Background: an optimization exercise with open tools, aiming at small area, a short achievable clock period and few clock cycles per item. Do not read the settings as production practice. At most, simulation tests tie the RTL to the original design; equivalence was not proved. The RTL of runs 1 to 4 was laid out without a check of its function. No activity file was given, so power comes from the tool's default toggle rates.

==> flow/design.v <==
module filter(
        input clock,
        input reset,
        input start,
        output reg done,
        input  [15:0] data_in,
        output reg [15:0] data_out
    );
    reg [15:0] h0, h1, h2, h3, h4, h5, h6;
    reg [23:0] p0;
    reg [23:0] p1;
    wire ld   = start & ~reset;
    wire hold = ~start & ~reset;
    wire [111:0] hq = {h6, h5, h4, h3, h2, h1, h0};
    wire [111:0] hn = {h5, h4, h3, h2, h1, h0, data_in};
    wire [111:0] hd;
    genvar gi;
    generate
        for (gi = 0; gi < 112; gi = gi + 1) begin : hsel
            ao22 m (ld, hn[gi], hold, hq[gi], hd[gi]);
        end
    endgenerate
    always @(posedge clock)
        {h6, h5, h4, h3, h2, h1, h0} <= hd;
    wire s0, c0;
    fa u0 (h0[2], h0[3], h1[0], s0, c0);
    wire s1, c1;
    fa u1 (h0[3], h0[4], h1[1], s1, c1);
    wire s2, c2;
    fa u2 (h1[3], h1[5], h2[0], s2, c2);
    wire s3, c3;
    ha u3 (h2[3], h3[0], s3, c3);
    wire s4, c4;
    fa u4 (h0[4], h0[5], h1[2], s4, c4);
    wire s5, c5;
    fa u5 (h1[4], h1[6], h2[1], s5, c5);
    wire s6, c6;
    fa u6 (h2[4], h3[1], h3[4], s6, c6);
    wire s7, c7;
    ha u7 (h4[2], h4[4], s7, c7);
    wire s8, c8;
    fa u8 (h0[5], h0[6], h1[3], s8, c8);
    wire s9, c9;
    fa u9 (h1[5], h1[7], h2[2], s9, c9);
    wire s10, c10;
    fa u10 (h2[5], h3[2], h3[5], s10, c10);
    wire s11, c11;
    fa u11 (h4[3], h4[5], h4[7], s11, c11);
    wire s12, c12;
    fa u12 (h0[6], h0[7], h1[4], s12, c12);
    wire s13, c13;
    fa u13 (h1[6], h1[8], h2[3], s13, c13);
    wire s14, c14;
    fa u14 (h2[6], h3[3], h3[6], s14, c14);
    wire s15, c15;
    fa u15 (h4[4], h4[6], h4[8], s15, c15);
    wire s16, c16;
    fa u16 (h0[7], h0[8], h1[5], s16, c16);
    wire s17, c17;
    fa u17 (h1[7], h1[9], h2[4], s17, c17);
    wire s18, c18;
    fa u18 (h2[7], h3[4], h3[7], s18, c18);
    wire s19, c19;
    fa u19 (h4[5], h4[7], h4[9], s19, c19);
    wire s20, c20;
    fa u20 (h0[8], h0[9], h1[10], s20, c20);
    wire s21, c21;
    fa u21 (h1[6], h1[8], h2[5], s21, c21);
    wire s22, c22;
    fa u22 (h2[8], h3[5], h3[8], s22, c22);
    wire s23, c23;
    fa u23 (h4[10], h4[6], h4[8], s23, c23);
    wire s24, c24;
    fa u24 (h0[10], h0[9], h1[11], s24, c24);
    wire s25, c25;
    fa u25 (h1[7], h1[9], h2[6], s25, c25);
    wire s26, c26;
    fa u26 (h2[9], h3[6], h3[9], s26, c26);
    wire s27, c27;
    fa u27 (h4[11], h4[7], h4[9], s27, c27);
    wire s28, c28;
    fa u28 (h0[10], h0[11], h1[10], s28, c28);
    wire s29, c29;
    fa u29 (h1[12], h1[8], h2[10], s29, c29);
    wire s30, c30;
    fa u30 (h2[7], h3[10], h3[7], s30, c30);
    wire s31, c31;
    fa u31 (h4[10], h4[12], h4[8], s31, c31);
    wire s32, c32;
    fa u32 (h0[11], h0[12], h1[11], s32, c32);
    wire s33, c33;
    fa u33 (h1[13], h1[9], h2[11], s33, c33);
    wire s34, c34;
    fa u34 (h2[8], h3[11], h3[8], s34, c34);
    wire s35, c35;
    fa u35 (h4[11], h4[13], h4[9], s35, c35);
    wire s36, c36;
    fa u36 (h0[12], h0[13], h1[10], s36, c36);
    wire s37, c37;
    fa u37 (h1[12], h1[14], h2[12], s37, c37);
    wire s38, c38;
    fa u38 (h2[15], h2[9], h3[12], s38, c38);
    wire s39, c39;
    fa u39 (h3[15], h3[9], h4[10], s39, c39);
    wire s40, c40;
    fa u40 (1'b1, h0[13], h0[14], s40, c40);
    wire s41, c41;
    fa u41 (h1[11], h1[13], h2[10], s41, c41);
    wire s42, c42;
    fa u42 (h2[13], h3[10], h3[13], s42, c42);
    wire s43, c43;
    ha u43 (h4[11], h4[13], s43, c43);
    wire s44, c44;
    fa u44 (1'b1, h0[14], h1[12], s44, c44);
    wire s45, c45;
    fa u45 (h1[14], h2[11], h2[14], s45, c45);
    wire s46, c46;
    fa u46 (h0[0], h0[1], h1[0], s46, c46);
    wire s47, c47;
    fa u47 (h1[2], h2[0], h3[0], s47, c47);
    wire s48, c48;
    fa u48 (h0[1], h0[2], h1[1], s48, c48);
    wire s49, c49;
    fa u49 (h1[3], h2[1], h3[1], s49, c49);
    wire s50, c50;
    fa u50 (h4[1], h4[3], h5[1], s50, c50);
    wire s51, c51;
    fa u51 (h1[2], h1[4], h2[2], s51, c51);
    wire s52, c52;
    fa u52 (h3[2], h4[0], h4[2], s52, c52);
    wire s53, c53;
    fa u53 (h4[4], h5[2], h5[3], s53, c53);
    wire s54, c54;
    ha u54 (h6[4], ~h2[5], s54, c54);
    wire s55, c55;
    fa u55 (h3[3], h4[1], h4[3], s55, c55);
    wire s56, c56;
    fa u56 (h4[5], h5[3], h5[4], s56, c56);
    wire s57, c57;
    fa u57 (h6[5], ~h2[6], ~h3[6], s57, c57);
    wire s58, c58;
    fa u58 (s3, c0, s1, s58, c58);
    wire s59, c59;
    fa u59 (h4[6], h5[4], h5[5], s59, c59);
    wire s60, c60;
    fa u60 (h6[6], ~h2[7], ~h3[7], s60, c60);
    wire s61, c61;
    fa u61 (c3, s7, c1, s61, c61);
    wire s62, c62;
    fa u62 (c2, s4, s5, s62, c62);
    wire s63, c63;
    fa u63 (h5[5], h5[6], h6[7], s63, c63);
    wire s64, c64;
    fa u64 (~h2[8], ~h3[8], c7, s64, c64);
    wire s65, c65;
    fa u65 (c4, c5, c6, s65, c65);
    wire s66, c66;
    fa u66 (s10, s11, s8, s66, c66);
    wire s67, c67;
    fa u67 (h5[6], h5[7], h6[8], s67, c67);
    wire s68, c68;
    fa u68 (~h2[9], ~h3[9], c10, s68, c68);
    wire s69, c69;
    fa u69 (c11, c8, c9, s69, c69);
    wire s70, c70;
    fa u70 (s12, s13, s14, s70, c70);
    wire s71, c71;
    fa u71 (h5[7], h5[8], h6[9], s71, c71);
    wire s72, c72;
    fa u72 (~h2[10], ~h3[10], c12, s72, c72);
    wire s73, c73;
    fa u73 (c13, c14, c15, s73, c73);
    wire s74, c74;
    fa u74 (s16, s17, s18, s74, c74);
    wire s75, c75;
    fa u75 (h5[8], h5[9], h6[10], s75, c75);
    wire s76, c76;
    fa u76 (~h2[11], ~h3[11], c16, s76, c76);
    wire s77, c77;
    fa u77 (c17, c18, c19, s77, c77);
    wire s78, c78;
    fa u78 (s20, s21, s22, s78, c78);
    wire s79, c79;
    fa u79 (h5[10], h5[9], h6[11], s79, c79);
    wire s80, c80;
    fa u80 (~h2[12], ~h3[12], c20, s80, c80);
    wire s81, c81;
    fa u81 (c21, c22, c23, s81, c81);
    wire s82, c82;
    fa u82 (s24, s25, s26, s82, c82);
    wire s83, c83;
    fa u83 (h5[10], h5[11], h6[12], s83, c83);
    wire s84, c84;
    fa u84 (~h2[13], ~h3[13], c24, s84, c84);
    wire s85, c85;
    fa u85 (c25, c26, c27, s85, c85);
    wire s86, c86;
    fa u86 (s28, s29, s30, s86, c86);
    wire s87, c87;
    fa u87 (h5[11], h5[12], h6[13], s87, c87);
    wire s88, c88;
    fa u88 (~h2[14], ~h3[14], c28, s88, c88);
    wire s89, c89;
    fa u89 (c29, c30, c31, s89, c89);
    wire s90, c90;
    fa u90 (s32, s33, s34, s90, c90);
    wire s91, c91;
    fa u91 (h4[12], h4[14], h5[12], s91, c91);
    wire s92, c92;
    fa u92 (h5[13], h6[14], c32, s92, c92);
    wire s93, c93;
    fa u93 (c33, c34, c35, s93, c93);
    wire s94, c94;
    fa u94 (s36, s37, s38, s94, c94);
    wire s95, c95;
    fa u95 (h5[13], h5[14], ~h1[15], s95, c95);
    wire s96, c96;
    fa u96 (~h4[15], ~h6[15], s43, s96, c96);
    wire s97, c97;
    fa u97 (c36, c37, c38, s97, c97);
    wire s98, c98;
    fa u98 (c39, s40, s41, s98, c98);
    wire s99, c99;
    fa u99 (h3[11], h3[14], h4[12], s99, c99);
    wire s100, c100;
    fa u100 (h4[14], h5[14], ~h0[15], s100, c100);
    wire s101, c101;
    fa u101 (~h5[15], c43, c40, s101, c101);
    wire s102, c102;
    fa u102 (c41, c42, s44, s102, c102);
    wire s103, c103;
    fa u103 (1'b1, h1[13], h2[12], s103, c103);
    wire s104, c104;
    fa u104 (h3[12], h4[13], ~h0[15], s104, c104);
    wire s105, c105;
    fa u105 (~h1[15], ~h2[15], ~h3[15], s105, c105);
    wire s106, c106;
    fa u106 (~h4[15], ~h5[15], c44, s106, c106);
    wire s107, c107;
    ha u107 (h0[0], h1[1], s107, c107);
    wire s108, c108;
    fa u108 (h4[0], h4[2], h5[0], s108, c108);
    wire s109, c109;
    fa u109 (h5[1], h6[2], ~h2[3], s109, c109);
    wire s110, c110;
    fa u110 (h5[2], h6[3], ~h2[4], s110, c110);
    wire s111, c111;
    fa u111 (~h3[4], c46, c47, s111, c111);
    wire s112, c112;
    ha u112 (s48, s49, s112, c112);
    wire s113, c113;
    fa u113 (~h3[5], s54, c48, s113, c113);
    wire s114, c114;
    fa u114 (c49, c50, s0, s114, c114);
    wire s115, c115;
    fa u115 (s51, s52, s53, s115, c115);
    wire s116, c116;
    fa u116 (c54, c51, c52, s116, c116);
    wire s117, c117;
    fa u117 (c53, s2, s55, s117, c117);
    wire s118, c118;
    fa u118 (s56, s57, s58, s118, c118);
    wire s119, c119;
    fa u119 (c55, c56, c57, s119, c119);
    wire s120, c120;
    fa u120 (s59, s6, s60, s120, c120);
    wire s121, c121;
    fa u121 (c58, s61, s62, s121, c121);
    wire s122, c122;
    fa u122 (c59, c60, s63, s122, c122);
    wire s123, c123;
    fa u123 (s9, s64, c61, s123, c123);
    wire s124, c124;
    fa u124 (c62, s65, s66, s124, c124);
    wire s125, c125;
    fa u125 (c63, s15, s67, s125, c125);
    wire s126, c126;
    fa u126 (c64, c65, c66, s126, c126);
    wire s127, c127;
    fa u127 (s68, s69, s70, s127, c127);
    wire s128, c128;
    fa u128 (c67, s19, s71, s128, c128);
    wire s129, c129;
    fa u129 (c68, c69, c70, s129, c129);
    wire s130, c130;
    fa u130 (s72, s73, s74, s130, c130);
    wire s131, c131;
    fa u131 (c71, s23, s75, s131, c131);
    wire s132, c132;
    fa u132 (c72, c73, c74, s132, c132);
    wire s133, c133;
    fa u133 (s76, s77, s78, s133, c133);
    wire s134, c134;
    fa u134 (c75, s27, s79, s134, c134);
    wire s135, c135;
    fa u135 (c76, c77, c78, s135, c135);
    wire s136, c136;
    fa u136 (s80, s81, s82, s136, c136);
    wire s137, c137;
    fa u137 (c79, s31, s83, s137, c137);
    wire s138, c138;
    fa u138 (c80, c81, c82, s138, c138);
    wire s139, c139;
    fa u139 (s84, s85, s86, s139, c139);
    wire s140, c140;
    fa u140 (c83, s35, s87, s140, c140);
    wire s141, c141;
    fa u141 (c84, c85, c86, s141, c141);
    wire s142, c142;
    fa u142 (s88, s89, s90, s142, c142);
    wire s143, c143;
    fa u143 (c87, s39, s91, s143, c143);
    wire s144, c144;
    fa u144 (c88, c89, c90, s144, c144);
    wire s145, c145;
    fa u145 (s92, s93, s94, s145, c145);
    wire s146, c146;
    fa u146 (c91, s42, s95, s146, c146);
    wire s147, c147;
    fa u147 (c92, c93, s96, s147, c147);
    wire s148, c148;
    fa u148 (c94, s97, s98, s148, c148);
    wire s149, c149;
    fa u149 (c95, s100, s45, s149, c149);
    wire s150, c150;
    fa u150 (s99, c96, c97, s150, c150);
    wire s151, c151;
    fa u151 (c98, s101, s102, s151, c151);
    wire s152, c152;
    fa u152 (c100, c45, c99, s152, c152);
    wire s153, c153;
    fa u153 (s103, s104, s105, s153, c153);
    wire s154, c154;
    fa u154 (c101, c102, s106, s154, c154);
    wire s155, c155;
    fa u155 (1'b1, h1[14], h2[13], s155, c155);
    wire s156, c156;
    fa u156 (h3[13], h4[14], c103, s156, c156);
    wire s157, c157;
    fa u157 (c104, c105, c106, s157, c157);
    wire s158, c158;
    fa u158 (1'b1, h2[14], h3[14], s158, c158);
    wire s159, c159;
    fa u159 (1'b1, h1[0], h4[0], s159, c159);
    wire s160, c160;
    fa u160 (h4[1], h5[0], h6[1], s160, c160);
    wire s161, c161;
    ha u161 (~h2[2], ~h3[2], s161, c161);
    wire s162, c162;
    fa u162 (~h3[3], c107, s108, s162, c162);
    wire s163, c163;
    fa u163 (s109, s46, s47, s163, c163);
    wire s164, c164;
    fa u164 (c108, c109, s110, s164, c164);
    wire s165, c165;
    fa u165 (s50, s112, s111, s165, c165);
    wire s166, c166;
    fa u166 (c110, c112, c111, s166, c166);
    wire s167, c167;
    fa u167 (s113, s114, s115, s167, c167);
    wire s168, c168;
    fa u168 (c113, c114, c115, s168, c168);
    wire s169, c169;
    fa u169 (s116, s117, s118, s169, c169);
    wire s170, c170;
    fa u170 (c116, c117, s119, s170, c170);
    wire s171, c171;
    fa u171 (s120, c118, s121, s171, c171);
    wire s172, c172;
    fa u172 (c119, c120, s122, s172, c172);
    wire s173, c173;
    fa u173 (s123, c121, s124, s173, c173);
    wire s174, c174;
    fa u174 (c122, s125, c123, s174, c174);
    wire s175, c175;
    fa u175 (c124, s126, s127, s175, c175);
    wire s176, c176;
    fa u176 (c125, s128, c126, s176, c176);
    wire s177, c177;
    fa u177 (c127, s129, s130, s177, c177);
    wire s178, c178;
    fa u178 (c128, s131, c129, s178, c178);
    wire s179, c179;
    fa u179 (c130, s132, s133, s179, c179);
    wire s180, c180;
    fa u180 (c131, s134, c132, s180, c180);
    wire s181, c181;
    fa u181 (c133, s135, s136, s181, c181);
    wire s182, c182;
    fa u182 (c134, s137, c135, s182, c182);
    wire s183, c183;
    fa u183 (c136, s138, s139, s183, c183);
    wire s184, c184;
    fa u184 (c137, s140, c138, s184, c184);
    wire s185, c185;
    fa u185 (c139, s141, s142, s185, c185);
    wire s186, c186;
    fa u186 (c140, s143, c141, s186, c186);
    wire s187, c187;
    fa u187 (c142, s144, s145, s187, c187);
    wire s188, c188;
    fa u188 (c143, s146, c144, s188, c188);
    wire s189, c189;
    fa u189 (s147, c145, s148, s189, c189);
    wire s190, c190;
    fa u190 (c146, s149, c147, s190, c190);
    wire s191, c191;
    fa u191 (s150, c148, s151, s191, c191);
    wire s192, c192;
    fa u192 (c149, s152, s153, s192, c192);
    wire s193, c193;
    fa u193 (c150, c151, s154, s193, c193);
    wire s194, c194;
    fa u194 (s155, c152, c153, s194, c194);
    wire s195, c195;
    fa u195 (s156, c154, s157, s195, c195);
    wire s196, c196;
    fa u196 (~h1[15], ~h4[15], c155, s196, c196);
    wire s197, c197;
    fa u197 (s158, c156, c157, s197, c197);
    wire s198, c198;
    fa u198 (1'b1, ~h2[15], ~h3[15], s198, c198);
    wire s199, c199;
    ha u199 (h6[0], ~h2[1], s199, c199);
    wire s200, c200;
    fa u200 (s107, s161, c159, s200, c200);
    wire s201, c201;
    fa u201 (c161, c160, s162, s201, c201);
    wire s202, c202;
    fa u202 (c162, c163, s164, s202, c202);
    wire s203, c203;
    fa u203 (c164, c165, s166, s203, c203);
    wire s204, c204;
    fa u204 (c166, c167, s168, s204, c204);
    wire s205, c205;
    fa u205 (c168, s170, c169, s205, c205);
    wire s206, c206;
    fa u206 (c170, s172, c171, s206, c206);
    wire s207, c207;
    fa u207 (c172, s174, c173, s207, c207);
    wire s208, c208;
    fa u208 (c174, s176, c175, s208, c208);
    wire s209, c209;
    fa u209 (c176, s178, c177, s209, c209);
    wire s210, c210;
    fa u210 (c178, s180, c179, s210, c210);
    wire s211, c211;
    fa u211 (c180, s182, c181, s211, c211);
    wire s212, c212;
    fa u212 (c182, s184, c183, s212, c212);
    wire s213, c213;
    fa u213 (c184, s186, c185, s213, c213);
    wire s214, c214;
    fa u214 (c186, s188, c187, s214, c214);
    wire s215, c215;
    fa u215 (c188, s190, c189, s215, c215);
    wire s216, c216;
    fa u216 (s192, c190, c191, s216, c216);
    wire s217, c217;
    fa u217 (c192, s194, c193, s217, c217);
    wire s218, c218;
    fa u218 (s196, c194, c195, s218, c218);
    wire s219, c219;
    fa u219 (c158, s198, c196, s219, c219);
    wire s220, c220;
    ha u220 (~h3[1], s199, s220, c220);
    wire s221, c221;
    fa u221 (c199, s160, s200, s221, c221);
    wire s222, c222;
    fa u222 (c200, s163, s201, s222, c222);
    wire s223, c223;
    fa u223 (c201, s165, s202, s223, c223);
    wire s224, c224;
    fa u224 (c202, s167, s203, s224, c224);
    wire s225, c225;
    fa u225 (c203, s204, s169, s225, c225);
    wire s226, c226;
    fa u226 (c204, s171, s205, s226, c226);
    wire s227, c227;
    fa u227 (s173, c205, s206, s227, c227);
    wire s228, c228;
    fa u228 (s175, c206, s207, s228, c228);
    wire s229, c229;
    fa u229 (s177, c207, s208, s229, c229);
    wire s230, c230;
    fa u230 (s179, c208, s209, s230, c230);
    wire s231, c231;
    fa u231 (s181, c209, s210, s231, c231);
    wire s232, c232;
    fa u232 (s183, c210, s211, s232, c232);
    wire s233, c233;
    fa u233 (s185, c211, s212, s233, c233);
    wire s234, c234;
    fa u234 (s187, c212, s213, s234, c234);
    wire s235, c235;
    fa u235 (s189, c213, s214, s235, c235);
    wire s236, c236;
    fa u236 (s191, c214, s215, s236, c236);
    wire s237, c237;
    fa u237 (s193, c215, s216, s237, c237);
    wire s238, c238;
    fa u238 (s195, c216, s217, s238, c238);
    wire s239, c239;
    fa u239 (s197, c217, s218, s239, c239);
    wire s240, c240;
    fa u240 (s219, c197, c218, s240, c240);
    wire s241, c241;
    fa u241 (1'b1, c198, c219, s241, c241);
    wire [23:0] pn0 = {c241, s241, c239, c238, c237, c236, c235, c234, c233, c232, c231, c230, c229, c228, c227, c226, c225, c224, c223, c222, c221, c220, s159, ~h2[0]};
    wire [23:0] pn1 = {1'b0, c240, s240, s239, s238, s237, s236, s235, s234, s233, s232, s231, s230, s229, s228, s227, s226, s225, s224, s223, s222, s221, s220, ~h3[0]};
    wire s242, c242;
    ha u242 (h0[0], p0[1], s242, c242);
    wire s243, c243;
    fa u243 (h0[1], p0[2], p1[2], s243, c243);
    wire s244, c244;
    fa u244 (h0[2], p0[3], p1[3], s244, c244);
    wire s245, c245;
    fa u245 (h0[3], p0[4], p1[4], s245, c245);
    wire s246, c246;
    fa u246 (h0[4], p0[5], p1[5], s246, c246);
    wire s247, c247;
    fa u247 (h0[5], p0[6], p1[6], s247, c247);
    wire s248, c248;
    fa u248 (h0[6], p0[7], p1[7], s248, c248);
    wire s249, c249;
    fa u249 (h0[7], p0[8], p1[8], s249, c249);
    wire s250, c250;
    fa u250 (h0[8], p0[9], p1[9], s250, c250);
    wire s251, c251;
    fa u251 (h0[9], p0[10], p1[10], s251, c251);
    wire s252, c252;
    fa u252 (h0[10], p0[11], p1[11], s252, c252);
    wire s253, c253;
    fa u253 (h0[11], p0[12], p1[12], s253, c253);
    wire s254, c254;
    fa u254 (h0[12], p0[13], p1[13], s254, c254);
    wire s255, c255;
    fa u255 (h0[13], p0[14], p1[14], s255, c255);
    wire s256, c256;
    fa u256 (h0[14], p0[15], p1[15], s256, c256);
    wire s257, c257;
    fa u257 (p0[16], p1[16], ~h0[15], s257, c257);
    wire s258, c258;
    ha u258 (p0[17], p1[17], s258, c258);
    wire s259, c259;
    ha u259 (p0[18], p1[18], s259, c259);
    wire s260, c260;
    ha u260 (p0[19], p1[19], s260, c260);
    wire s261, c261;
    ha u261 (p0[20], p1[20], s261, c261);
    wire s262, c262;
    ha u262 (p0[21], p1[21], s262, c262);
    wire s263, c263;
    ha u263 (p0[22], p1[22], s263, c263);
    wire [23:0] r0 = {p0[23], c262, c261, c260, c259, c258, s258, c256, c255, c254, c253, c252, c251, c250, c249, c248, c247, c246, c245, c244, c243, c242, p1[1], p0[0]};
    wire [23:0] r1 = {c263, s263, s262, s261, s260, s259, c257, s257, s256, s255, s254, s253, s252, s251, s250, s249, s248, s247, s246, s245, s244, s243, s242, p1[0]};
    wire [23:0] y = r0 + r1;
    always @(posedge clock) begin
        p0 <= pn0;
        p1 <= pn1;
    end
    reg dn;
    wire ldo   = dn & ~reset;
    wire holdo = ~dn & ~reset;
    wire [15:0] od;
    generate
        for (gi = 0; gi < 16; gi = gi + 1) begin : osel
            ao22 m (ldo, y[gi + 8], holdo, data_out[gi], od[gi]);
        end
    endgenerate
    always @(posedge clock) begin
        done <= start & ~reset;
        dn <= start & ~reset;
        data_out <= od;
    end
endmodule
module fa(input a, input b, input c, output s, output co);
    assign s  = a ^ b ^ c;
    assign co = (a & b) | (a & c) | (b & c);
endmodule
module ao22(input a1, input a2, input b1, input b2, output y);
    assign y = (a1 & a2) | (b1 & b2);
endmodule
module ha(input a, input b, output s, output co);
    assign s  = a ^ b;
    assign co = a & b;
endmodule
==> flow/run.sh <==
#!/bin/bash
# synth_recipe.tcl (not shown) runs the flow's synth.tcl, then flattens the netlist and writes it again
# the make line also repeats each setting of config.mk as NAME=value (left out here)
make -C /OpenROAD-flow-scripts/flow DESIGN_CONFIG=/design/flow/config.mk WORK_HOME=/design/flow/orfs CLKGATE_MAP_FILE= SYNTH_SCRIPT=/design/flow/synth_recipe.tcl finish
==> flow/config.mk <==
export PLATFORM = sky130hd
export DESIGN_NAME = filter
export DESIGN_NICKNAME = filter
export VERILOG_FILES = /design/flow/design.v
export SDC_FILE = /design/flow/constraint.sdc
export NUM_CORES = 4
export LEC_CHECK = 0
export CAP_MARGIN = 20
export CORE_MARGIN = 2
export CORE_UTILIZATION = 40
export SLEW_MARGIN = 20
export SYNTH_HIERARCHICAL = 1
==> flow/constraint.sdc <==
create_clock -name core_clock -period 10.0 [get_ports {clock}]
set_input_delay 2.0000 -clock core_clock [delete_from_list [all_inputs] [get_ports {clock}]]
set_output_delay 2.0000 -clock core_clock [all_outputs]
set_load 0.01 [all_outputs]
==> results of run 1 <==
## per-stage QoR
stage / util / cell area [um2]
floorplan: - / 10980
global placement: 0.4370 / 11780
detailed placement: 0.4370 / 11780
CTS: 0.4581 / 12350
global route: 0.4583 / 12350
finish: 0.4583 / 12350
## critical path, stage by stage
cell             delay [ps]
clkdlybuf4s50_1         550
nor2b_4                 610
buf_4                   790
a22o_1                  270
## worst max-delay path by stage
| stage | start | endpoint | slack, ps |
|---|---|---|---|
| after floorplan | reset | h0[0] | 3710 |
| after global placement | start | h4[2] | 5690 |
| after detailed placement | start | h5[6] | 5660 |
| after CTS | reset | h2[1] | 6120 |
| after global routing | reset | h5[0] | 5910 |
| final | reset | h3[9] | 6000 |
## layout make-up
cell class,count,area [um2],share of cell area
inverters,41,153.9,0.01246
flip-flops and latches,176,3523,0.2853
well taps,341,426.7,0.03454
multi-input cells,530,7312,0.5920
clock buffers,17,425.4,0.03444
clock inverters,15,145.1,0.01175
repair buffers,37,365.4,0.02958
## modules after synthesis (local to each module, per instance)
module / cell area [um2] / times used / flops+latches / cells inside
filter: 4667 / 1 / 176 / 350
fa: 20.02 / 248 / 0 / 1
ha: 12.51 / 16 / 0 / 1
ao22: 8.758 / 128 / 0 / 1
## sequential cells by signal, indices dropped and copies added, names as in the netlist
signal	count
h4	16
h5	16
h2	16
h3	16
p1	23
h0	16
p0	24
data_out	16
h1	16
h6	16
dn	1
## logic make-up (layout without fill, tap and decap cells)
family | after synthesis | after routing | share of synthesized area
AO/OA/AOI/OAI | 180 | 180 | 0.1353
XOR/XNOR | 14 | 14 | 0.01120
adder cells (fa/ha/maj) | 286 | 286 | 0.4967
buffers and inverters | 43 | 110 | 0.01496
flip-flops | 176 | 176 | 0.3217
multiplexers | 1 | 1 | 0.0009139
other | 1 | 8 | 0.0003424
AND/OR/NAND/NOR | 41 | 41 | 0.01896
## power by group through the flow
stage | registers (mW) | clock network [mW] | logic [mW]
5_1_grt | 0.880 | 0.689 | 1.16
6_report | 0.867 | 0.642 | 1.03
2_1_floorplan | 0.879 | 0 | 0.747
4_1_cts | 0.868 | 0.657 | 1.04
3_5_place_dp | 0.883 | 0 | 1.04
3_3_place_gp | 0.880 | 0 | 1.03
## synthesized netlist by cell type, drive strengths merged, types with 6 or more instances
master and count:
nor2 12, nand2 9, a22o 128, xor2 7, a21oi 16, o21ai 11, dfxtp 176, fa 248
xnor2 7, inv 41, o21bai 6, ha 38
## layer usage
layer	vias to the layer above	global-route usage	wire length, um
li1	2731	-	-
met1	3292	0.2221	9825
met2	79	0.3171	12680
met3	24	0.03335	574
met4	0	0.05425	403
met5	-	0	0
==> metrics.cfg, run 1 <==
[synth]
synth_ff_type=dfxtp_1
async_reset_ff_frac=0
synth.top_cell.area_share=0.4533
ys_ff_latch=176
yosys_warnings=7
synth_edf_count=0
synth_top_cells_by_area=fa_1 (45%), dfxtp_1 (32%), a22o_1 (10%)
yosysUniqueCellTypes=40
yosysTopAreaCell=fa_1
avgSynthCellArea_um2=14.76
syn-cell-area_um2=10950
netlist_instances=742
synth-seq-area-share=0.3217

[timing]
setup_ws_ps=6002
fmaxAchievable_mhz=250.1
relSlewSlack=0.3474
post-route-period-util=0.3998
maxSlewViolCount=0
period_needed_ps=3998
setup_viol=0
finalClockSkew_ps=11.34
hold_viol=0
tightest_slew_ps=978.9
timing.setup.tns_ps=0
whs_ps=474.5
rsz0062_at_grt=false

[worst_setup_path]
crit_fanout=88
cp-end-kind=flop
r2r_cells=6
crit_required_ps=10380
critPathKind=in2reg
critPathArrivalTime_ps=4370
ff2ff_setup_slack_ps=6350
worstSetupStartpointType=primary input
r2r-end=p1[8]
r2r-start=h0[5]

[min_path]
whs_endpoint=p1[0]
hold_class=reg2reg
min-delay-start=h3[0]
min_delay_path_depth=1

[route]
drc=0
drt_iter0_markers=374
final_antenna_net_count=0
drt_pass1_iterations=5
routed_via_density=5.295
wirelength_um=23480
wl_per_cell_um=20.30
num_vias=6126

[clocking]
post_cts_resized=0
cts_num_sinks=176
cts.clk_slew.worst_paths_ps=70
clock-root-buffer=clkbuf_16
cts_hold_buf=0
h-tree-depth=4
clockBufferDepth=2
numCtsBuffers=17
clk_latency_ps=440
cts_tree=built
post-cts-setup-buffers=0

[outcome]
status=no timing/DRC/antenna violations

[cells_and_area]
area_growth_pct=12.77
layout-drive-gt1-share=0.05270
diodes=0
nFillCells=2378
stdcell_count=1157
final_common_cell=fa_1
final_cell_mix=fa_1 (248), dfxtp_1 (176), a22o_1 (128)
final_nets=1108

[pwr]
p_sw_uw=933.2
clkPwrFrac=0.253
ir_drop_mv=0.1231
p_leak_nw=5.340
power_density_nw_per_um2=205.5
p_comb_frac=0.405
intPower_mw=1.605
switching_share=0.3677
seqPwrFrac=0.341
fin_total_pwr_mw=2.538

[floorplanning]
rows=60
initial_core_util=0.4064
die_h_um=169.5
die_w_um=169.5
io_pins=36
die_area_um2=28720
core_um2=26950

[global_routing]
antenna_found_initial=0
grt_pass1_vias=6866
grt_overflow=0
grt_pass1_wl_um=38240
grtUsageTotal=0.1787
grt_max_degree=92

[place]
gp_congestion=0.8373
portBuffers=35
hpwl_um=18490
dp_slack_ps=5660
placedCellCount=1125

[flow_run]
cap_violations=0

==> run 2, diff against run 1 <==
==> flow/flow/run.sh (new file) <==
#!/bin/bash
# Standard ORFS layout (the standard.sh), asking the timing repair for more
# setup margin than the 10 ns clock needs, so it optimises the achieved period.
set -euo pipefail
bash standard.sh SETUP_SLACK_MARGIN=6.5 finish > orfs_make.log 2>&1
==> flow/standard.sh (new file) <==
#!/bin/bash
# synth_recipe.tcl (not shown) runs the flow's synth.tcl, then flattens the netlist and writes it again
# the make line also repeats each setting of config.mk as NAME=value (left out here)
make -C /OpenROAD-flow-scripts/flow DESIGN_CONFIG=/design/flow/config.mk WORK_HOME=/design/flow/orfs CLKGATE_MAP_FILE= SYNTH_SCRIPT=/design/flow/synth_recipe.tcl "${@:-finish}"
removed: flow/run.sh
==> metrics.cfg, run 2 <==
[outcome]
status=no timing/DRC/antenna violations

[synth]
yosys_warnings=7
synth_ff_type=dfxtp_1
yosysMostFrequentCell=fa_1
netlist_instances=742
synth_top_cells_by_area=fa_1 (45%), dfxtp_1 (32%), a22o_1 (10%)
synth_edf_count=0
synth.top_cell.area_share=0.4533
ys_top_cells_by_count=fa_1 (248), dfxtp_1 (176), a22o_1 (128), inv_1 (41), ha_1 (38)
avgSynthCellArea_um2=14.76
yosysTopAreaCell=fa_1
synth-seq-area-share=0.3217
async_reset_ff_frac=0
yosysUniqueCellTypes=40
syn-cell-area_um2=10950
ys_ff_latch=176

[timing]
tightest_slew_ps=679.9
relSlewSlack=0.5447
rsz0062_at_grt=false
setup_ws_ps=6553
setup_viol=0
finalClockSkew_ps=14.96
period_needed_ps=3447
post-route-period-util=0.3447
hold_viol=0
timing.setup.tns_ps=0
fmaxAchievable_mhz=290.1
maxSlewViolCount=0

[worst_setup_path]
crit_fanout=5
cp_slowest_cell=fa_1
crit_chain=fa_1, fa_1, fa_1, fa_1, fa_1, fa_1
startpoint=h0[6]
cp-endpoint=p1[10]
cp-end-kind=flop
r2r-start=h0[6]
critPathKind=reg2reg
r2r_cells=6
worst_path_most_repeated_cell=fa_1
crit_required_ps=10300
worstSetupStartpointType=flop
critPathArrivalTime_ps=3750
ff2ff_setup_slack_ps=6550
max_stage_delay_ps=590
r2r-end=p1[10]

[pwr]
clkPwrFrac=0.274
fin_total_pwr_mw=2.628
p_leak_nw=5.405
seqPwrFrac=0.330
p_sw_uw=939.5
switching_share=0.3575
intPower_mw=1.689
power_density_nw_per_um2=209.9
ir_drop_mv=0.1115
p_comb_frac=0.396

[clocking]
cts.clk_slew.worst_paths_ps=70
post-cts-setup-buffers=0
clk_latency_ps=440
numCtsBuffers=17
clock-root-buffer=clkbuf_16
clockBufferDepth=2
h-tree-depth=4
cts_hold_buf=0
cts_tree=built
cts_num_sinks=176

[floorplanning]
die_area_um2=28720
die_w_um=169.5
die_h_um=169.5
rows=60
io_pins=36
initial_core_util=0.4064
core_um2=26950

[global_routing]
antenna_found_initial=0
grtUsageTotal=0.1821
grt_pass1_vias=6857
grt_pass1_wl_um=38630
grt_max_degree=93
grt_overflow=0

[route]
final_antenna_net_count=0
drt_pass1_iterations=4
drc=0
drt_iter0_markers=361
num_vias=6163
routed_via_density=5.318
wl_per_cell_um=20.67
wirelength_um=23950

[place]
dpl_cell_area_um2=11780
dp_slack_ps=5688
portBuffers=35
hpwl_um=18480
gp_congestion=0.8091

[flow_run]
cap_violations=0

[cells_and_area]
largest_reg_flops=24
layout-drive-gt1-share=0.1125
fin_util=0.4645
final_nets=1110
final_cell_mix=fa_1 (248), dfxtp_1 (129), a22o_1 (128)
final_common_cell=fa_1
design_area_um2=12520
area_growth_pct=14.30
top_regs=p0 (24), p1 (23)
top_register=p0
diodes=0

[min_path]
hold_class=reg2reg

## run 2: cell counts after synthesis
No cell type changed its count.
## run 2: metrics by stage
step / instances / hold slack (ps)
2_1_floorplan: 749 / 404.9
3_3_place_gp: 1125 / 450.6
3_5_place_dp: 1125 / 454.9
4_1_cts: 1159 / 475.4
5_1_grt: 1159 / 479.0
6_report: 1159 / 475.3
## run 2: how the worst min path moves through the flow
stage	from	endpoint	slack, ps	cells past startpoint
finish	data_out[10]	data_out[10]	480	1
floorplan	h3[0]	p1[0]	400	1
detailed placement	h3[0]	p1[0]	450	1
global placement	h3[0]	p1[0]	450	1
global route	h3[0]	p1[0]	480	1
CTS	data_out[4]	data_out[4]	480	1
## run 2: worst max-delay path, delay by kind of cell, from the launching register on
| kind | cells | cell delay [ps] |
|---|---|---|
| adder cells (fa/ha/maj) | 6 | 2920 |
| flip-flops | 1 | 390 |
## run 2: cell families (layout without fill, tap and decap cells)
group | after synthesis | in the layout | synth area share
AO/OA/AOI/OAI | 180 | 180 | 0.1353
XOR/XNOR | 14 | 14 | 0.01120
adder cells (fa/ha/maj) | 286 | 286 | 0.4967
buffers and inverters | 43 | 110 | 0.01496
flip-flops | 176 | 176 | 0.3217
multiplexers | 1 | 1 | 0.0009139
other | 1 | 8 | 0.0003424
AND/OR/NAND/NOR | 41 | 43 | 0.01896
## run 2: timing repair
item | in CTS | in global routing
resized for setup | 26 | 28
pin swaps | 1 | 0
cloned | 2 | 0
setup endpoints to repair | 106 | 109
## run 2: modules after synthesis (local to each module, per instance)
module	flip-flops and latches	copies in the design
filter	176	1
fa	0	248
ha	0	16
ao22	0	128
## run 2: power by group through the flow
stage / combinational [mW] / clock [mW] / sequential [mW]
floorplan: 0.747 / 0 / 0.879
global placement: 1.04 / 0 / 0.880
detailed placement: 1.04 / 0 / 0.882
CTS: 1.05 / 0.734 / 0.868
global route: 1.17 / 0.758 / 0.879
finish: 1.04 / 0.721 / 0.866
## run 2: metal layers
metal / vias up / part of all wire / GRT usage
met4: 0 / 0.019 / 0.05648
li1: 2736 / - / -
met1: 3305 / 0.41 / 0.2251
met2: 97 / 0.54 / 0.3258
met5: - / 0 / 0
met3: 25 / 0.031 / 0.03148
## run 2: cell type report
class,instances,area (um2)
Fill cell,2353,14430
Multi-Input combinational cell,532,7327
Sequential cell,176,3585
Clock buffer,18,439.2
Tap cell,341,426.7
Timing Repair Buffer,37,390.4
Clock inverter,14,197.7
Inverter,41,153.9
==> run 3, diff against run 2 <==
--- a/flow/flow/run.sh
+++ b/flow/flow/run.sh
@@ -4,2 +4,2 @@
 set -euo pipefail
-bash standard.sh SETUP_SLACK_MARGIN=6.5 finish > orfs_make.log 2>&1
+bash standard.sh SETUP_SLACK_MARGIN=7.2 finish > orfs_make.log 2>&1
==> metrics.cfg, run 3 <==
[outcome]
status=no timing/DRC/antenna violations

[timing]
setup_viol=0
post-route-period-util=0.3424
relSlewSlack=0.5507
rsz0062_at_grt=true
maxSlewViolCount=0
hold_viol=0
timing.setup.tns_ps=0
finalClockSkew_ps=13.80
period_needed_ps=3424
setup_ws_ps=6576
tightest_slew_ps=670.9
fmaxAchievable_mhz=292.0

[place]
placedCellCount=1125
gp_congestion=0.8153
dp_slack_ps=5464
portBuffers=35
hpwl_um=18360

[floorplanning]
initial_core_util=0.4064
die_w_um=169.5
die_h_um=169.5
die_area_um2=28720
io_pins=36
core_um2=26950
rows=60

[synth]
yosysUniqueCellTypes=40
synth_top_cells_by_area=fa_1 (45%), dfxtp_1 (32%), a22o_1 (10%)
synth-seq-area-share=0.3217
yosysMostFrequentCell=fa_1
yosysTopAreaCell=fa_1
syn-cell-area_um2=10950
synth.top_cell.area_share=0.4533
synth_edf_count=0
ys_ff_latch=176
yosys_warnings=7
netlist_instances=742
async_reset_ff_frac=0
avgSynthCellArea_um2=14.76
synth_ff_type=dfxtp_1
ys_top_cells_by_count=fa_1 (248), dfxtp_1 (176), a22o_1 (128), inv_1 (41), ha_1 (38)

[clocking]
cts_hold_buf=0
numCtsBuffers=17
clock-root-buffer=clkbuf_16
clk_latency_ps=440
h-tree-depth=4
cts_num_sinks=176
cts.clk_slew.worst_paths_ps=70
clockBufferDepth=2
cts_tree=built

[cells_and_area]
stdcell_count=1214
final_nets=1166
final_common_cell=fa_1
fin_util=0.5065
top_regs=p0 (24), p1 (23)
layout-drive-gt1-share=0.3620
largest_reg_flops=24
final_cell_mix=fa_1 (170), a22o_1 (128), dfxtp_1 (93)
top_register=p0
diodes=0
area_growth_pct=24.64

[route]
final_antenna_net_count=0
drt_iter0_markers=425
routed_via_density=5.336
num_vias=6478
wl_per_cell_um=21.76
drt_pass1_iterations=4
wirelength_um=26420
drc=0

[global_routing]
grt_util_met1=0.2456
grt_pass1_vias=7190
use_met2=0.3469
grtUsageTotal=0.1964
grt_max_degree=71
grt_overflow=0
grt_pass1_wl_um=41500
antenna_found_initial=0
busiest_layer=met2
gr-usage-met3=0.03521

[worst_setup_path]
crit_chain=fa_1, fa_1, fa_2, fa_2, fa_2, fa_2
critPathArrivalTime_ps=3740
worstSetupStartpointType=flop
critPathKind=reg2reg
crit_fanout=2
worst_path_most_repeated_cell=fa_2
ff2ff_setup_slack_ps=6580
cp-end-kind=flop
crit_required_ps=10320
cp_slowest_cell=fa_1
max_stage_delay_ps=590

[pwr]
power_density_nw_per_um2=221.1
p_leak_nw=5.696
ir_drop_mv=0.1665

[min_path]
hold_class=reg2reg

[flow_run]
cap_violations=0

## run 3: cell types whose count changed in the layout (fill, tap and decap cells not counted), moves of 4 or more
cell,change
clkdlybuf4s50_1,-19
ha_4,+9
ha_2,+4
dfxtp_4,+38
fa_2,+78
ha_1,-13
o21ai_0,-4
buf_6,+23
o21ai_2,+4
a21oi_1,-5
fa_1,-78
dfxtp_1,-36
buf_4,+47
## run 3: final timing paths
path                             from      to  depth (start not counted)
worst min register to register  h2[0]   p0[0]                          1
worst max register to register  h3[8]  p1[15]                          6
worst min-delay path            h2[0]   p0[0]                          1
worst max-delay path            h3[8]  p1[15]                          6
## run 3: layout make-up
| class | instances | area (um2) |
|---|---|---|
| Clock inverter | 14 | 201.4 |
| Multi-Input combinational cell | 533 | 7835 |
| Clock buffer | 17 | 425.4 |
| Tap cell | 341 | 426.7 |
| Timing Repair Buffer | 92 | 884.6 |
| Inverter | 41 | 153.9 |
| Fill cell | 2224 | 13300 |
| Sequential cell | 176 | 3725 |
## run 3: timing repair
action | in CTS | in global routing
endpoints found under the setup margin | 180 | 116
endpoints found under the hold margin | 0 | 0
resized for setup | 317 | 51
pin swaps | 49 | 29
cloned | 4 | 0
setup buffers | 40 | 14
## run 3: modules after synthesis (local to each module, per instance)
module / cell area, um2 / times used / flops+latches
filter: 4667 / 1 / 176
fa: 20.02 / 248 / 0
ha: 12.51 / 16 / 0
ao22: 8.758 / 128 / 0
## run 3: power breakdown
part | total [mW] | switching, mW | internal [mW]
Sequential | 0.870 | 0.0668 | 0.803
Clock | 0.721 | 0.300 | 0.421
Combinational | 1.43 | 0.720 | 0.708
Total | 3.02 | 1.09 | 1.93
## run 3: worst max-delay path, delay by kind of cell (launching register included)
kind	cells	cell delay (ps)
flops	1	360
fa+ha+maj	6	2930
## run 3: per-layer routing
| layer | part of all wire | wire length, um |
|---|---|---|
| met1 | 0.41 | 10720 |
| met2 | 0.54 | 14170 |
| met3 | 0.034 | 889 |
| met4 | 0.024 | 637 |
| met5 | 0 | 0 |
## run 3: cell families (layout without fill, tap and decap cells)
family / after synthesis / count (layout) / share of synthesized area
compound gates: 180 / 180 / 0.1353
xor+xnor: 14 / 14 / 0.01120
fa+ha+maj: 286 / 286 / 0.4967
buf+inv: 43 / 164 / 0.01496
flops: 176 / 176 / 0.3217
mux: 1 / 1 / 0.0009139
other cells: 1 / 8 / 0.0003424
simple gates: 41 / 44 / 0.01896
## run 3: through the flow
step                      hold WS [ps]  total power, mW  instance area (um2)
after global placement           453.4            1.912                11780
after floorplan                  404.9            1.626                11000
after global routing             475.5            3.212                13650
after detailed placement         452.4            1.918                11780
after CTS                        461.0            2.838                13330
final                            452.8            3.019                13650
==> run 4, diff against run 3 <==
==> flow/flow/run.sh (replaced) <==
#!/bin/bash
# Standard ORFS layout (the standard.sh) with two changes to how it is
# optimised: ports are buffered with a plain buffer instead of the default
# delay-buffer cell, and timing repair is asked for more setup margin than the
# 10 ns clock needs, so that it works on the achieved period.
set -euo pipefail
bash standard.sh SETUP_SLACK_MARGIN=6.8 "BUFFER_PORTS_ARGS=-buffer_cell sky130_fd_sc_hd__buf_2" finish > orfs_make.log 2>&1
==> metrics.cfg, run 4 <==
[timing]
rsz0062_at_grt=true
period_needed_ps=3374
tightest_slew_ps=753.9
relSlewSlack=0.4969
setup_viol=0
whs_ps=450.8
fmaxAchievable_mhz=296.4
setup_ws_ps=6626
timing.setup.tns_ps=0
maxSlewViolCount=0
post-route-period-util=0.3374
finalClockSkew_ps=14.16
hold_viol=0

[cells_and_area]
nFillCells=2316
seq_area_um2=3721
area_growth_pct=17.28
final_common_cell=fa_1
top_regs=p0 (24), p1 (23)
top_register=p0
final_cell_mix=fa_1 (189), a22o_1 (128), dfxtp_1 (112)
diodes=0
multi_input_area_um2=7503
final_nets=1135
largest_reg_flops=24
layout-drive-gt1-share=0.2764

[pwr]
p_leak_nw=5.498
ir_drop_mv=0.1167
p_sw_uw=952.7
seqPwrFrac=0.327
clkPwrFrac=0.274
switching_share=0.3631
power_density_nw_per_um2=204.3
intPower_mw=1.671
p_comb_frac=0.399

[synth]
syn-cell-area_um2=10950
synth_top_cells_by_area=fa_1 (45%), dfxtp_1 (32%), a22o_1 (10%)
ys_ff_latch=176
synth.top_cell.area_share=0.4533
yosysTopAreaCell=fa_1
ys_top_cells_by_count=fa_1 (248), dfxtp_1 (176), a22o_1 (128), inv_1 (41), ha_1 (38)
netlist_instances=742
yosysMostFrequentCell=fa_1
yosys_warnings=7
synth_ff_type=dfxtp_1
avgSynthCellArea_um2=14.76
synth_edf_count=0
async_reset_ff_frac=0
yosysUniqueCellTypes=40
synth-seq-area-share=0.3217

[floorplanning]
die_w_um=169.5
initial_core_util=0.4064
die_h_um=169.5
io_pins=36
rows=60
die_area_um2=28720
core_um2=26950

[clocking]
cts_hold_buf=0
clock-root-buffer=clkbuf_16
h-tree-depth=4
cts.clk_slew.worst_paths_ps=80
numCtsBuffers=17
cts_num_sinks=176
clockBufferDepth=2
cts_tree=built
clk_latency_ps=440

[worst_setup_path]
critPathKind=reg2reg
crit_fanout=4
worstSetupStartpointType=flop
crit_required_ps=10310
cp-end-kind=flop
critPathArrivalTime_ps=3680

[place]
hpwl_um=18450
gp_congestion=0.8404
dp_slack_ps=6077
portBuffers=35

[global_routing]
grt_pass1_vias=7071
grt_max_degree=89
antenna_found_initial=0
grtUsageTotal=0.1830
grt_overflow=0
grt_pass1_wl_um=39090

[outcome]
status=no timing/DRC/antenna violations

[route]
final_antenna_net_count=0
wirelength_um=24670
routed_via_density=5.334
num_vias=6315
drc=0
wl_per_cell_um=20.83
drt_iter0_markers=398
drt_pass1_iterations=4

[min_path]
hold_class=reg2reg

[flow_run]
cap_violations=0

==> run 4: layer usage <==
layer  global-route usage  up-vias  part of all wire
met5                    0        -                 0
met4              0.05537        0             0.022
met3              0.03265       27             0.033
met2               0.3219      120              0.53
met1               0.2308     3370              0.41
li1                     -     2798                 -
==> run 4: through the flow <==
stage          total power [mW]  area [um2]  instances  utilization
3_3_place_gp              1.873       11600       1125       0.4305
6_report                  2.624       12850       1184       0.4766
3_5_place_dp              1.883       11600       1125       0.4305
4_1_cts                   2.617       12660       1173       0.4696
5_1_grt                   2.820       12850       1184       0.4766
2_1_floorplan             1.626       10990        749            -
==> run 4: timing repair <==
| item | CTS | global route |
|---|---|---|
| setup buffers | 16 | 9 |
| gates resized for setup | 142 | 38 |
| cloned | 0 | 2 |
| endpoints found under the setup margin | 117 | 117 |
| hold endpoints to repair | 0 | 0 |
| pin swaps | 25 | 25 |
==> run 4: per-module statistics from Yosys, one instance, submodules excluded <==
module	cells inside	flops+latches	area (um2)
filter	350	176	4667
fa	1	0	20.02
ha	1	0	12.51
ao22	1	0	8.758
==> run 4: power by group through the flow <==
stage | Sequential, mW | Clock [mW] | Combinational (mW)
after floorplan | 0.879 | 0 | 0.747
after global placement | 0.881 | 0 | 0.992
after detailed placement | 0.884 | 0 | 0.999
after CTS | 0.861 | 0.733 | 1.02
after global routing | 0.867 | 0.770 | 1.18
final | 0.858 | 0.719 | 1.05
==> run 4: worst max-delay path: stages, from the launching register on <==
cell and delay, ps:
dfxtp_4 380, fa_1 520, fa_1 550, fa_2 460
fa_2 350, fa_1 540, fa_2 450
==> run 4: cell families after synthesis <==
| logic type | synth area share |
|---|---|
| XOR/XNOR | 0.01120 |
| AND/OR/NAND/NOR | 0.01896 |
| flip-flops | 0.3217 |
| multiplexers | 0.0009139 |
| adder cells (fa/ha/maj) | 0.4967 |
| AO/OA/AOI/OAI | 0.1353 |
| buffers and inverters | 0.01496 |
| other | 0.0003424 |
==> run 4: final timing paths <==
kind	startpoint	end	slack, ps	depth (start not counted)
setup / recovery	h0[6]	p1[9]	6630	6
hold / removal	h2[0]	p0[0]	450	1
setup reg to reg	h0[6]	p1[9]	6630	6
hold reg to reg	h2[0]	p0[0]	450	1
==> run 4: area by class of cell <==
cell class / count / area share
inverter: 41 / 0.01198
multi-input combinational: 532 / 0.5841
tap: 341 / 0.03321
clock inverter: 14 / 0.01529
sequential: 176 / 0.2897
clock buffer: 18 / 0.03419
timing repair buffer: 62 / 0.03156
==> run 5, diff against run 4 <==
--- a/flow/design.v
+++ b/flow/design.v
@@ -11,15 +11,11 @@
     reg [23:0] p1;
-    wire ld   = start & ~reset;
-    wire hold = ~start & ~reset;
-    wire [111:0] hq = {h6, h5, h4, h3, h2, h1, h0};
-    wire [111:0] hn = {h5, h4, h3, h2, h1, h0, data_in};
-    wire [111:0] hd;
-    genvar gi;
-    generate
-        for (gi = 0; gi < 112; gi = gi + 1) begin : hsel
-            ao22 m (ld, hn[gi], hold, hq[gi], hd[gi]);
+    always @(posedge clock) begin
+        if (reset) begin
+            h0 <= 16'd0; h1 <= 16'd0; h2 <= 16'd0; h3 <= 16'd0;
+            h4 <= 16'd0; h5 <= 16'd0; h6 <= 16'd0;
+        end else if (start) begin
+            h0 <= data_in; h1 <= h0; h2 <= h1; h3 <= h2;
+            h4 <= h3; h5 <= h4; h6 <= h5;
         end
-    endgenerate
-    always @(posedge clock)
-        {h6, h5, h4, h3, h2, h1, h0} <= hd;
+    end
     wire s0, c0;
@@ -561,15 +557,11 @@
     end
-    reg dn;
-    wire ldo   = dn & ~reset;
-    wire holdo = ~dn & ~reset;
-    wire [15:0] od;
-    generate
-        for (gi = 0; gi < 16; gi = gi + 1) begin : osel
-            ao22 m (ldo, y[gi + 8], holdo, data_out[gi], od[gi]);
-        end
-    endgenerate
     always @(posedge clock) begin
-        done <= start & ~reset;
-        dn <= start & ~reset;
-        data_out <= od;
+        if (reset) begin
+            done <= 1'b0;
+            data_out <= 16'd0;
+        end else begin
+            done <= start;
+            if (done)
+                data_out <= y[23:8];
+        end
     end
@@ -580,5 +572,2 @@
 endmodule
-module ao22(input a1, input a2, input b1, input b2, output y);
-    assign y = (a1 & a2) | (b1 & b2);
-endmodule
 module ha(input a, input b, output s, output co);
==> flow/run.sh (new file) <==
#!/bin/bash
# synth_recipe.tcl (not shown) runs the flow's synth.tcl, then flattens the netlist and writes it again
# the make line also repeats each setting of config.mk as NAME=value (left out here)
make -C /OpenROAD-flow-scripts/flow DESIGN_CONFIG=/design/flow/config.mk WORK_HOME=/design/flow/orfs CLKGATE_MAP_FILE= SYNTH_SCRIPT=/design/flow/synth_recipe.tcl finish
removed: flow/flow/run.sh
removed: flow/standard.sh
==> metrics.cfg, run 5 <==
[place]
hpwl_um=20030
dp_slack_ps=5761
portBuffers=35
gp_congestion=0.8305

[route]
final_antenna_net_count=0
drt_pass1_iterations=7
num_vias=6787
wl_per_cell_um=18.68
routed_via_density=5.050
wirelength_um=25110
drc=0
drt_iter0_markers=534

[synth]
async_reset_ff_frac=0
syn-cell-area_um2=11820
synth_top_cells_by_area=fa_1 (42%), dfxtp_1 (30%), mux2i_1 (9.7%)
ys_top_cells_by_count=fa_1 (248), dfxtp_1 (176), nor2_1 (123), mux2i_1 (114), inv_1 (40)
synth.top_cell.area_share=0.4201
avgSynthCellArea_um2=12.86
synth-seq-area-share=0.2981
yosys_warnings=7
yosysUniqueCellTypes=50
netlist_instances=919
yosysTopAreaCell=fa_1
synth_edf_count=0
synth_ff_type=dfxtp_1
ys_ff_latch=176
yosysMostFrequentCell=fa_1

[clocking]
clock-root-buffer=clkbuf_16
cts_tree=built
cts_num_sinks=176
post-cts-setup-buffers=0
numCtsBuffers=17
h-tree-depth=4
cts_hold_buf=0
cts.clk_slew.worst_paths_ps=70
post_cts_resized=0
clockBufferDepth=2
clk_latency_ps=440

[worst_setup_path]
crit_family=buffers and inverters
critPathKind=reg2out
r2r_cells=6
critPathArrivalTime_ps=1590
path_depth=1
crit_fanout=12
ff2ff_setup_slack_ps=6460
cp_slowest_cell=clkdlybuf4s50_1
crit_chain=clkdlybuf4s50_1
max_stage_delay_ps=610
r2r-end=p1[16]
worstSetupStartpointType=flop
cp-endpoint=done
critPathBufInv=1
startpoint=done
crit_required_ps=8000
cp-end-kind=primary output
r2r-start=h0[13]

[floorplanning]
core_um2=28940
io_pins=36
die_area_um2=30940
rows=62
die_w_um=175.9
die_h_um=175.9
initial_core_util=0.4085

[global_routing]
grt_overflow=0
grt_pass1_wl_um=41860
grtUsageTotal=0.1801
antenna_found_initial=0
grt_pass1_vias=7506
grt_max_degree=103

[timing]
relSlewSlack=0.3944
setup_viol=0
tightest_slew_ps=908.4
post-route-period-util=0.3595
hold_viol=0
maxSlewViolCount=0
period_needed_ps=3595
finalClockSkew_ps=15.43
fmaxAchievable_mhz=278.2
setup_ws_ps=6405
timing.setup.tns_ps=0
rsz0062_at_grt=false

[cells_and_area]
fin_util=0.4542
final_common_cell=fa_1
final_cell_mix=fa_1 (248), dfxtp_1 (176), nor2_1 (123)
final_nets=1253
nFillCells=2613
largest_reg_flops=24
top_register=p0
layout-drive-gt1-share=0.04583
area_growth_pct=11.20
top_regs=p0 (24), p1 (23)
diodes=0

[outcome]
status=no timing/DRC/antenna violations

[min_path]
min_delay_path_depth=1
hold_class=reg2reg

[pwr]
p_leak_nw=5.837
ir_drop_mv=0.1198
fin_total_pwr_mw=2.653
power_density_nw_per_um2=201.8

[flow_run]
cap_violations=0

## run 5: cell count changes in the layout (fill, tap and decap cells not counted), moves of 47 or more
cell / delta
a22o_1: -128
dfxtp_1: +64
dfxtp_4: -47
fa_1: +59
fa_2: -59
mux2i_1: +113
nor2_1: +113
## run 5: layout make-up
type / count / area (um2) / share of cell area
tap: 384 / 480.5 / 0.03656
clock buffer: 21 / 460.4 / 0.03503
inverter: 40 / 150.1 / 0.01142
multi-input combinational: 676 / 8033 / 0.6112
timing repair buffer: 37 / 367.9 / 0.02799
clock inverter: 10 / 127.6 / 0.009711
sequential: 176 / 3523 / 0.2681
## run 5: cell families after synthesis
logic type      after synthesis  synth area share
buf+inv                      74           0.02445
xor+xnor                      8          0.005929
flops                       176            0.2981
mux                         114           0.09655
other cells                   1         0.0003173
simple gates                181           0.06849
compound gates               79           0.04584
fa+ha+maj                   286            0.4603
## run 5: modules after synthesis (local to each module, per instance)
module / times used / flops+latches / cells
fa: 248 / 0 / 1
filter: 1 / 176 / 655
ha: 16 / 0 / 1
## run 5: per-layer routing
metal	global-route usage	share of wire
met5	0	0
met4	0.04236	0.015
met3	0.03247	0.031
met2	0.3145	0.53
met1	0.2334	0.43
## run 5: worst min-delay path by stage
stage	startpoint	to	slack, ps
finish	data_out[8]	data_out[8]	470
global route	data_out[8]	data_out[8]	480
CTS	data_out[8]	data_out[8]	470
detailed placement	data_out[8]	data_out[8]	460
global placement	data_out[11]	data_out[11]	460
floorplan	h3[0]	p1[0]	400
## run 5: where the power goes
part / total [mW] / switching, mW / internal, mW
sequential: 0.868 / 0.0630 / 0.805
clock: 0.675 / 0.292 / 0.384
combinational: 1.11 / 0.630 / 0.479
## run 5: stage by stage
stage / area, um2 / std cells / hold slack, ps
finish: 13140 / 1344 / 470.5
global route: 13140 / 1344 / 480.7
CTS: 13140 / 1344 / 473.7
detailed placement: 12550 / 1313 / 458.0
global placement: 12550 / 1313 / 455.1
floorplan: 11850 / 926 / 403.7
Testbench counts of run 5, summed over its fixed seeds: cycles 2,064, samples 2,048.

[separate check: timing with driven ports]
No port has a modelled driver above. Below, the same layouts with a new extraction and two added sets of constraints. Step 1 (the two cells are an assumption about what drives the block):
set clk [get_ports {clock}]
set_driving_cell -lib_cell sky130_fd_sc_hd__clkbuf_16 $clk
set_driving_cell -lib_cell sky130_fd_sc_hd__buf_2 [delete_from_list [all_inputs] $clk]
Step 2 also shifts input and output timing later by t, the mid clock arrival at the registers, as if the neighbouring blocks saw the same clock. a / b / c = ideal / step 1 / step 2; a / b = the first two.
run	t (ns)	slack for setup (ns)	hold slack, ns	worst data-port slew with drivers (ns)
run 1	0.482	6.002 / 6.032 / 5.550	0.474 / 0.474 / 0.474	0.04
run 2	0.483	6.553 / 6.553 / 6.111	0.475 / 0.475 / 0.475	0.04
run 3	0.489	6.576 / 6.576 / 6.576	0.453 / 0.453 / 0.453	0.05
run 4	0.479	6.626 / 6.626 / 6.445	0.451 / 0.451 / 0.451	0.04
run 5	0.476	6.405 / 6.358 / 6.043	0.471 / 0.471 / 0.471	0.05
After both steps every run listed still meets setup and hold. For run 1, which loses most, drivers alone change the setup slack by +0.030 ns; drivers and shift together by -0.452 ns.
